Context: an optimization exercise on an open-source flow, tuned for a short achievable clock period and few clock cycles. The choices shown serve that exercise and are no tape-out recipe.
In this exercise RTL edits were held to simulation tests only and were not proved equivalent to the original.
Power figures rest on the tool's default switching activity, not on a simulated workload.

==> design.v <==
`default_nettype none
module processor( input         clk, reset,
                  output [31:0] PC,
                  input  [31:0] instruction,
                  output        WE,
                  output [31:0] address_to_mem,
                  output [31:0] data_to_mem,
                  input  [31:0] data_from_mem
                );
    wire BranchBeq;
    wire BranchBlt;
    wire BranchJal;
    wire RegWrite;
    wire BranchJalr;
    wire MemToReg;
    wire MemWrite;
    wire [3:0] ALUControl;
    wire ALUSrc;
    wire [2:0] immControl;
    wire luiSignal;
    wire auipcSignal;
    control_unit control_unit_inst (   .instruction ( instruction ), 
                                       .BranchBeq ( BranchBeq ), 
                                       .BranchBlt ( BranchBlt ), 
                                       .BranchJal ( BranchJal ), 
                                       .RegWrite ( RegWrite ), 
                                       .BranchJalr ( BranchJalr ), 
                                       .MemToReg ( MemToReg ), 
                                       .MemWrite ( MemWrite ), 
                                       .ALUControl ( ALUControl ), 
                                       .ALUSrc ( ALUSrc ), 
                                       .immControl ( immControl ),
                                       .luiSignal ( luiSignal ), 
                                       .auipcSignal ( auipcSignal )
                        ); 
    data_path  data_path_inst   (      .clk ( clk ), 
                                       .reset ( reset ), 
                                       .instruction ( instruction ), 
                                       .data_from_mem ( data_from_mem ), 
                                       .PC ( PC ), 
                                       .address_to_mem ( address_to_mem ),
                                       .data_to_mem ( data_to_mem ),
                                       .BranchBeq ( BranchBeq ), 
                                       .BranchBlt ( BranchBlt ), 
                                       .BranchJal ( BranchJal ), 
                                       .RegWrite ( RegWrite ), 
                                       .BranchJalr ( BranchJalr ), 
                                       .MemToReg ( MemToReg ), 
                                       .MemWrite ( MemWrite ), 
                                       .ALUControl ( ALUControl ), 
                                       .ALUSrc ( ALUSrc ), 
                                       .immControl ( immControl ),
                                       .luiSignal ( luiSignal ), 
                                       .auipcSignal ( auipcSignal )
                                ); 
    assign WE = MemWrite;
endmodule
module control_unit (   input   [31:0]   instruction, 
                        output           BranchBeq, 
                        output           BranchBlt, 
                        output           BranchJal, 
                        output           RegWrite, 
                        output           BranchJalr, 
                        output           MemToReg, 
                        output           MemWrite, 
                        output   [3:0]   ALUControl, 
                        output           ALUSrc, 
                        output   [2:0]   immControl,
                        output           luiSignal, 
                        output           auipcSignal
                    ); 
    reg [6:0] opcode;
    reg [2:0] funct3;
    reg [6:0] funct7;
    reg BranchBeq_res ;
    reg BranchBlt_res ;
    reg BranchJal_res ;
    reg RegWrite_res ;
    reg BranchJalr_res ;
    reg MemToReg_res ;
    reg MemWrite_res ;
    reg [3:0] ALUControl_res ;
    reg ALUSrc_res ;
    reg [2:0] immControl_res;
    reg luiSignal_res ;
    reg auipcSignal_res;
    always @(*) begin
        opcode = instruction[6:0];
        funct3 = instruction[14:12];
        funct7 = instruction[31:25];
        BranchBeq_res = 0;
        BranchBlt_res = 0;
        BranchJal_res = 0;
        RegWrite_res = 0;
        BranchJalr_res = 0;
        MemToReg_res = 0;
        MemWrite_res = 0;
        ALUControl_res = 0;
        ALUSrc_res = 0;
        immControl_res= 0;
        luiSignal_res = 0;
        auipcSignal_res= 0;
        case ( opcode )
            7'b0110011: begin
                RegWrite_res = 1;
                case (funct3)
                    3'b000: begin
                        case (funct7)
                            7'b0000000: begin
                                ALUControl_res = 0;
                            end
                            7'b0100000: begin
                                ALUControl_res = 1;
                            end
                        endcase
                    end
                    3'b111: begin
                        ALUControl_res = 2;
                    end
                    3'b010: begin
                        ALUControl_res = 3;
                    end
                    3'b100: begin
                        ALUControl_res = 4;
                    end
                    3'b110: begin
                        ALUControl_res = 5;
                    end
                    3'b001: begin
                        ALUControl_res = 6;
                    end
                    3'b101: begin
                        case ( funct7 ) 
                            7'b0000000: begin
                                ALUControl_res = 7;
                            end
                            7'b0100000: begin
                                ALUControl_res = 8;
                            end
                        endcase
                    end
                endcase
            end
            7'b0010011: begin
                immControl_res = 0;
                ALUSrc_res = 1;
                ALUControl_res = 0;  
                RegWrite_res = 1;
            end
            7'b1100011: begin
                immControl_res = 2;
                ALUSrc_res = 0;  
                case ( funct3 ) 
                    3'b000: begin
                        BranchBeq_res = 1;
                        ALUControl_res = 1;  
                    end
                    3'b100: begin
                        BranchBlt_res = 1;
                        ALUControl_res = 3;  
                    end
                endcase
            end
            7'b0000011: begin
                immControl_res = 0;
                ALUSrc_res = 1;
                MemToReg_res = 1;
                RegWrite_res = 1;
            end
            7'b0100011: begin
                immControl_res = 1;
                ALUSrc_res = 1;
                ALUControl_res = 0;   
                MemWrite_res = 1;
            end
            7'b0110111: begin
                immControl_res = 3;
                RegWrite_res = 1;
                luiSignal_res = 1;
            end
            7'b1101111: begin
                immControl_res = 4;
                RegWrite_res = 1;
                BranchJal_res = 1;
            end
            7'b1100111: begin
                immControl_res = 0;
                ALUSrc_res = 1;
                ALUControl_res = 0;  
                RegWrite_res = 1;
                BranchJalr_res = 1;
            end
            7'b0010111: begin
                immControl_res = 3;
                RegWrite_res = 1;
                auipcSignal_res = 1;
            end
        endcase
    end
    assign BranchBeq = BranchBeq_res ;
    assign BranchBlt = BranchBlt_res ;
    assign BranchJal = BranchJal_res ;
    assign RegWrite = RegWrite_res ;
    assign BranchJalr = BranchJalr_res ;
    assign MemToReg = MemToReg_res ;
    assign MemWrite = MemWrite_res ;
    assign ALUControl = ALUControl_res ;
    assign ALUSrc = ALUSrc_res ;
    assign immControl= immControl_res;
    assign luiSignal = luiSignal_res ;
    assign auipcSignal= auipcSignal_res;
endmodule
module data_path    (   input           clk, reset, 
                        input  [31:0]   instruction, 
                        input  [31:0]   data_from_mem, 
                        output [31:0]   PC, 
                        output [31:0]   address_to_mem,
                        output [31:0]   data_to_mem,
                        input           BranchBeq, 
                        input           BranchBlt, 
                        input           BranchJal, 
                        input           RegWrite, 
                        input           BranchJalr, 
                        input           MemToReg, 
                        input           MemWrite, 
                        input   [3:0]   ALUControl, 
                        input           ALUSrc, 
                        input   [2:0]   immControl,
                        input           luiSignal, 
                        input           auipcSignal 
                    ); 
    wire [31:0] data_to_reg,
                rs1, 
                rs2;
    gpr_set gpr_set_inst    (   .clk ( clk ), 
                                .we3 ( RegWrite ), 
                                .a1 ( instruction[19:15] ),
                                .a2 ( instruction[24:20] ),
                                .a3 ( instruction[11:7]  ),
                                .wd3 ( data_to_reg ), 
                                .rd1 ( rs1 ), 
                                .rd2 ( rs2 ) 
                            );
    wire [31:0] ImmOp;
    imm_decode imm_decode_inst  (   .imm_ctrl ( immControl ),    
                                    .inst ( instruction ),   
                                    .imm_out ( ImmOp ) 
                                );
    wire [31:0] SrcA, SrcB;
    assign SrcA = rs1;
    assign SrcB = ALUSrc ? ImmOp : rs2  ;
    wire [31:0] ALUOut;
    wire zeroFlag, lessThanFlag;
    alu alu_inst    (   .alu_ctrl ( ALUControl ),
                        .src_a ( SrcA ), 
                        .src_b ( SrcB ), 
                        .alu_out ( ALUOut ), 
                        .zero ( zeroFlag ), 
                        .lessThan ( lessThanFlag )
                    );
    wire [31:0] ImmPcSum;
    assign ImmPcSum = $signed(ImmOp) + PC;       
    wire [31:0] BranchTarget;
    assign BranchTarget = BranchJalr ? ALUOut : ImmPcSum ;
    wire BranchJalx;
    assign BranchJalx = BranchJal | BranchJalr  ;
    wire [31:0] PCPlus4;
    assign PCPlus4 = PC + 4;
    wire [31:0] ALUOut_PCPlus4_res;
    assign ALUOut_PCPlus4_res = BranchJalx ? PCPlus4 : ALUOut;
    wire [31:0] res;
    assign res = MemToReg ? data_from_mem : ALUOut_PCPlus4_res  ;
    reg [31:0] data_to_reg_res;
    always @ ( * ) begin
        data_to_reg_res = luiSignal ? ImmOp : auipcSignal ? ImmPcSum : res ;
    end
    assign data_to_reg = data_to_reg_res;
    wire BranchBeq_res = BranchBeq & zeroFlag ;
    wire BranchBlt_res = BranchBlt & lessThanFlag ;
    wire BranchOutcome;
    assign BranchOutcome = BranchJalx | BranchBeq_res | BranchBlt_res ;
    wire [31:0] PCn;
    assign PCn = BranchOutcome ? BranchTarget : PCPlus4 ;
    register register_inst  (   .data_in ( PCn ), 
                                .clk ( clk ),
                                .reset ( reset ),
                                .data_out ( PC ) 
                            );
    assign address_to_mem = ALUOut;     
    assign data_to_mem = rs2;
endmodule
module gpr_set (    input clk, we3, 
                    input [4:0] a1, a2, a3, 
                    input [31:0] wd3, 
                    output [31:0] rd1, rd2 
                );
    reg [31:0] registers [31:0];
    always @(posedge clk) begin
        registers[0] = 0;
        if ( we3 ) begin
            registers[a3] = wd3;
        end
        registers[0] = 0;
    end
    assign rd1 = registers[a1];
    assign rd2 = registers[a2];
endmodule
module imm_decode   (   input [2:0] imm_ctrl,    
                        input [31:0] inst,   
                        output [31:0] imm_out 
                    );
    reg [31:0] res;
    reg zero;
    always @(*) begin
        res = 0;
        zero = 0;
        case ( imm_ctrl ) 
            0: begin
                res = {{21{inst[31]}}, inst[30:20] };
            end
            1: begin
                res = {{21{inst[31]}}, inst[30:25], inst[11:8], inst[7] };
            end 
            2: begin
                res = {{20{inst[31]}}, inst[7], inst[30:25], inst[11:8], zero };
            end
            3: begin
                res = {inst[31], inst[30:20], inst[19:12], {12{zero}} };
            end
            4: begin
                res = {{12{inst[31]}}, inst[19:12], inst[20], inst[30:21], zero };
            end
            default: begin
                res = 0;
            end
        endcase
    end
    assign imm_out = res;
endmodule
module alu  (   input [3:0] alu_ctrl,
                input [31:0] src_a, src_b, 
                output [31:0] alu_out, 
                output zero, 
                output lessThan
            );
    reg [31:0] res;
    reg zero_res;
    reg lessThan_res;
    wire div_zero = src_b == 32'h00000000;
    wire div_ovf  = src_a == 32'h80000000 && src_b == 32'hffffffff;
    wire [31:0] divisor = ( div_zero | div_ovf ) ? 32'h00000001 : src_b;
    wire signed [31:0] quot = $signed(src_a) / $signed(divisor);
    wire signed [31:0] remd = $signed(src_a) % $signed(divisor);
    always @(*) begin
        zero_res = 0;
        lessThan_res = 0;
        case ( alu_ctrl ) 
            0:  begin
                res = $signed(src_a) + $signed(src_b);
            end
            1: begin
                res = $signed(src_a) - $signed(src_b);
            end
            2: begin
                res = src_a & src_b;
            end
            3: begin
                res = ($signed(src_a)) < ($signed(src_b)) ? 1 : 0;
                lessThan_res = res;
            end
            4: begin
                res = div_zero ? 32'hffffffff : quot;
            end
            5: begin
                res = div_zero ? src_a : remd;
            end
            6: begin
                res = src_a << src_b;
            end
            7: begin
                res = $unsigned(src_a) >> src_b;
            end
            8: begin
                res = $signed(src_a) >>> src_b;  
            end             
            default:  begin
                res = 0;
            end
        endcase
        zero_res = res == 0 ? 1 : 0;
    end
    assign alu_out = res;
    assign zero = zero_res;
    assign lessThan = lessThan_res;
endmodule
module register (   input [31:0] data_in, 
                    input clk,
                    input reset,
                    output [31:0] data_out 
                );
    reg [31:0] rgst;
    assign data_out = rgst;
    always @(posedge clk, posedge reset ) begin
        if ( reset ) begin
            rgst = 0;
        end
        else begin
            rgst = data_in;
        end
    end
endmodule
`default_nettype wire
==> run.sh <==
#!/bin/bash
# synth_recipe.tcl (not shown) runs the flow's synth.tcl, then flattens the netlist and writes it again
# the make line also repeats each setting of config.mk as NAME=value (left out here)
make -C /OpenROAD-flow-scripts/flow DESIGN_CONFIG=/design/flow/config.mk WORK_HOME=/design/flow/orfs CLKGATE_MAP_FILE= SYNTH_SCRIPT=/design/flow/synth_recipe.tcl finish
==> config.mk <==
export PLATFORM = sky130hd
export DESIGN_NAME = processor
export DESIGN_NICKNAME = processor
export VERILOG_FILES = /design/flow/design.v
export SDC_FILE = /design/flow/constraint.sdc
export NUM_CORES = 4
export LEC_CHECK = 0
export CAP_MARGIN = 20
export CORE_MARGIN = 2
export CORE_UTILIZATION = 40
export SLEW_MARGIN = 20
==> constraint.sdc <==
create_clock -name core_clock -period 150.0 [get_ports {clk}]
set_input_delay 30.0000 -clock core_clock [delete_from_list [all_inputs] [get_ports {clk}]]
set_output_delay 30.0000 -clock core_clock [all_outputs]
set_load 0.01 [all_outputs]
==> impl_metrics.env <==
export IMPL_power_uw=3090
export IMPL_rows=179
export IMPL_ant_nets=0
export IMPL_slowest_delay_ps=540
export IMPL_die_height_um=493
export IMPL_crit_required_ps=120000
export IMPL_io_pins=163
export IMPL_cp_common_cell="buf_4"
export IMPL_drv_cap=0
export IMPL_h_tree_depth=3
export IMPL_first_global_vias=95164
export IMPL_fin_crit_ps=145890
export IMPL_clk_latency_ps=740
export IMPL_grt_max_degree=67
export IMPL_outcome="finished clean"
export IMPL_port_buffers=162
export IMPL_crit_slowest_cell="clkdlybuf4s50_1"
export IMPL_synthFlopType="edfxtp_1"
export IMPL_maxSlewViolCount=0
export IMPL_rsz0062_at_grt="yes"
export IMPL_cp_start_kind="primary input"
export IMPL_max_clock_path_buffers=3
export IMPL_numCtsBuffers=98
export IMPL_finalClockSkew_ps=56.2
export IMPL_dieArea_sq_mm=0.243
export IMPL_worstSetupEndpointType="output port"
export IMPL_firstDrtPassIters=6
export IMPL_wirelength_um=509000
export IMPL_drt_iter0_drc=11140
export IMPL_synth_edff_count=992
export IMPL_hp_class="reg2reg"
export IMPL_route_detailed_wl_per_inst_um=33.4
export IMPL_peakVddDrop_uv=38.5
export IMPL_leakage_uw=0.0497
export IMPL_grt_antenna_before_repair=15
export IMPL_synth_async_sr_flop_share_pct=3.03
export IMPL_pre_cts_ws_ps=-3240
export IMPL_fin_util_pct=51.1
export IMPL_cts_root_buffer="clkbuf_16"
export IMPL_placedInstanceArea_sq_mm=0.114
export IMPL_cts_hold_buf=0
export IMPL_dp_hpwl_um=379000
export IMPL_tightestPinTransition_ps=1210
export IMPL_synth_area_sq_mm=0.0956
export IMPL_setup_viol=0
export IMPL_die_x_um=493
export IMPL_remaining_drc_errors=0
export IMPL_final_hold_violation_count=0
export IMPL_start_util_pct=40.2
export IMPL_fin_crit_sh_pct=97.3
export IMPL_hold_ws_ps=639
export IMPL_synth_seq_cells=1056
export IMPL_ys_seq_area_share_pct=32.7
export IMPL_crit_fanout=21
export IMPL_synth_top_cells_by_area="edfxtp_1 (31%), ha_1 (8.2%), mux2i_1 (7.8%)"
export IMPL_avgSynthCellArea_sq_um=9.43
export IMPL_max_freq_mhz=6.85
export IMPL_gr_total_overflow=0
export IMPL_power_per_cell_area_mw_per_mm2=25.4
export IMPL_avgViaCountPerCell=6.40
export IMPL_vias=97381
export IMPL_grt_first_pass_wirelength_um=702000
export IMPL_cts_tree="done"
export IMPL_area_growth_pct=27.0
export IMPL_rrSetupSlack_ps=61090
export IMPL_track_usage_pct=39.9
export IMPL_yosysWarnings=6
export IMPL_place_congestion=1.03
export IMPL_clk_pin_slew_ps=60
export IMPL_drive_gt1_share_pct=26.5
export IMPL_arrival_ps=115890
export IMPL_synth_top_area_share_pct=31.2
export IMPL_fin_area_sq_mm=0.121
export IMPL_path_class="in2out"
export IMPL_timing_slew_headroom_pct=18.8
export IMPL_cts_num_sinks=1056
export IMPL_synth_top_area_cell="edfxtp_1"
export IMPL_synth_cell_type_count=149
export IMPL_core_area_sq_mm=0.238
export IMPL_worst_slack_ps=4110
export IMPL_num_nets_final=12646
export IMPL_synthCells=10139
## where the power goes
part | internal, uW | switching [uW]
Combinational | 1050 | 1390
Clock | 146 | 117
Sequential | 372 | 9.72
## layout make-up
class                      instances  area (sq um)
antenna                            9          22.5
inverter                         288          1090
multi-input combinational       8289         63400
timing repair buffer            2214         18300
clock inverter                    54           642
sequential                      1056         31200
tap                             3167          3960
fill                           22065        116000
clock buffer                     129          2710
## flip-flops by register name, summed over array words and instances (netlist names)
name and cells:
data_path_inst.gpr_set_inst.registers 1024, data_path_inst.register_inst.rgst 32
## worst max-delay path, delay by kind of cell
| family | cells | cell delay [ps] |
|---|---|---|
| compound gates | 232 | 43620 |
| mux | 6 | 1780 |
| fa+ha+maj | 32 | 8990 |
| simple gates | 123 | 21360 |
| buf+inv | 58 | 9780 |
## Yosys cell counts (141+ instances only)
cell type  instances
nand2_1          890
nor3_1           258
clkbuf_1         254
o21ai_0          512
a22oi_1          346
a31oi_1          142
a21o_1           199
xor2_1           175
ha_1             629
nor2_1           928
inv_1            276
a21oi_1          760
mux4_2           215
o21a_1           141
nand3_1          237
xnor2_1          367
mux2i_1          746
edfxtp_1         992
## placed cells by master, fill, tap and decap left out, types with 52 or more instances in the layout
master,synthesis,routed
o211ai_1,85,85
a211oi_1,105,89
buf_4,51,1947
a21oi_2,13,67
nor2_1,928,871
o21bai_1,62,57
or3_1,79,73
or2_2,64,64
mux4_2,215,215
o21ai_0,512,437
edfxtp_1,992,992
nand3_1,237,221
a21oi_1,760,701
o31ai_1,61,52
nor3_1,258,241
a31oi_1,142,128
and3_1,71,64
ha_1,629,626
o21a_1,141,140
nor2b_1,102,91
inv_1,276,270
and2_1,70,66
o21ai_1,27,63
clkdlybuf4s50_1,0,144
xnor2_1,367,343
mux2i_1,746,742
a22oi_1,346,339
a21o_1,199,197
nand2_1,890,880
nand4_1,69,69
nand2b_1,71,68
mux2_2,65,65
clkbuf_16,0,117
xor2_1,175,174
## per-layer routing
| metal | global-route usage (%) | vias to the layer above | wire length, um | part of all wire [%] |
|---|---|---|---|---|
| met5 | 0 | - | 58 | 0.011 |
| met4 | 25.4 | 8 | 40800 | 8.0 |
| met3 | 5.71 | 1532 | 39700 | 7.8 |
| met2 | 67.3 | 5286 | 240000 | 47 |
| met1 | 47.6 | 48191 | 188000 | 37 |
| li1 | - | 42364 | - | - |
## cells by family (layout without fill, tap and decap cells)
logic type	Yosys count	in the layout	share of synthesized area, %
compound gates	2977	2977	20.9
xor+xnor	543	543	4.98
fa+ha+maj	633	633	8.32
buf+inv	828	2685	3.95
flops	1056	1056	32.7
mux	1037	1038	13.8
other cells	1	41	0.00392
simple gates	3064	3066	15.3
## through the flow
stage | instances | setup TNS [ps]
floorplan | 10170 | 0
global placement | 14874 | -92810
detailed placement | 14875 | -77150
CTS | 15077 | 0
global route | 15197 | -7850
finish | 15206 | 0
## worst paths after layout
| check | startpoint | end | cells past startpoint |
|---|---|---|---|
| worst max-delay path | instruction[15] | address_to_mem[26] | 451 |
| worst min register to register | data_path_inst.register_inst.rgst[0] | data_path_inst.register_inst.rgst[0] | 1 |
| max in group asynchronous | reset | data_path_inst.register_inst.rgst[26] | 3 |
| worst max register to register | data_path_inst.gpr_set_inst.registers[24][17] | data_path_inst.register_inst.rgst[1] | 451 |
| min in group asynchronous | reset | data_path_inst.register_inst.rgst[5] | 3 |
| worst min-delay path | data_path_inst.register_inst.rgst[0] | data_path_inst.register_inst.rgst[0] | 1 |
## timing repair
| item | CTS | global route |
|---|---|---|
| pin swaps | 8 | 115 |
| endpoints found under the setup margin | 32 | 32 |
| gates cloned | 3 | 21 |
| resized for setup | 74 | 436 |
| buffers inserted | 16 | 100 |
Testbench counts, summed over its fixed seeds: cycles 30,283.

==> port drivers added, routing unchanged <==
The results above use ideal ports. As a check the final layout listed here was re-extracted and re-timed, cells and wires unchanged. Step 1 assumes that a clkbuf_16 drives the clock port and a buf_2 every other input. Step 2 moves the port delays by t, midway between the first and last clock arrival at a register: inputs arrive t later, outputs are due t later. That takes back most of the time a late clock gives input paths. Slacks: ideal ports / drivers / drivers and shift; pairs: ideal ports / drivers.
t (ns): 0.783
setup WS [ns]: 4.109 / 3.791 / 3.791
clock arrival spread, ns: 0.057 / 0.056
slew at the worst register clock pin (ns): 0.07 / 0.07
After both steps setup and hold are still met in this run. For this run, drivers alone change the setup slack by -0.318 ns; drivers and shift together by -0.318 ns.
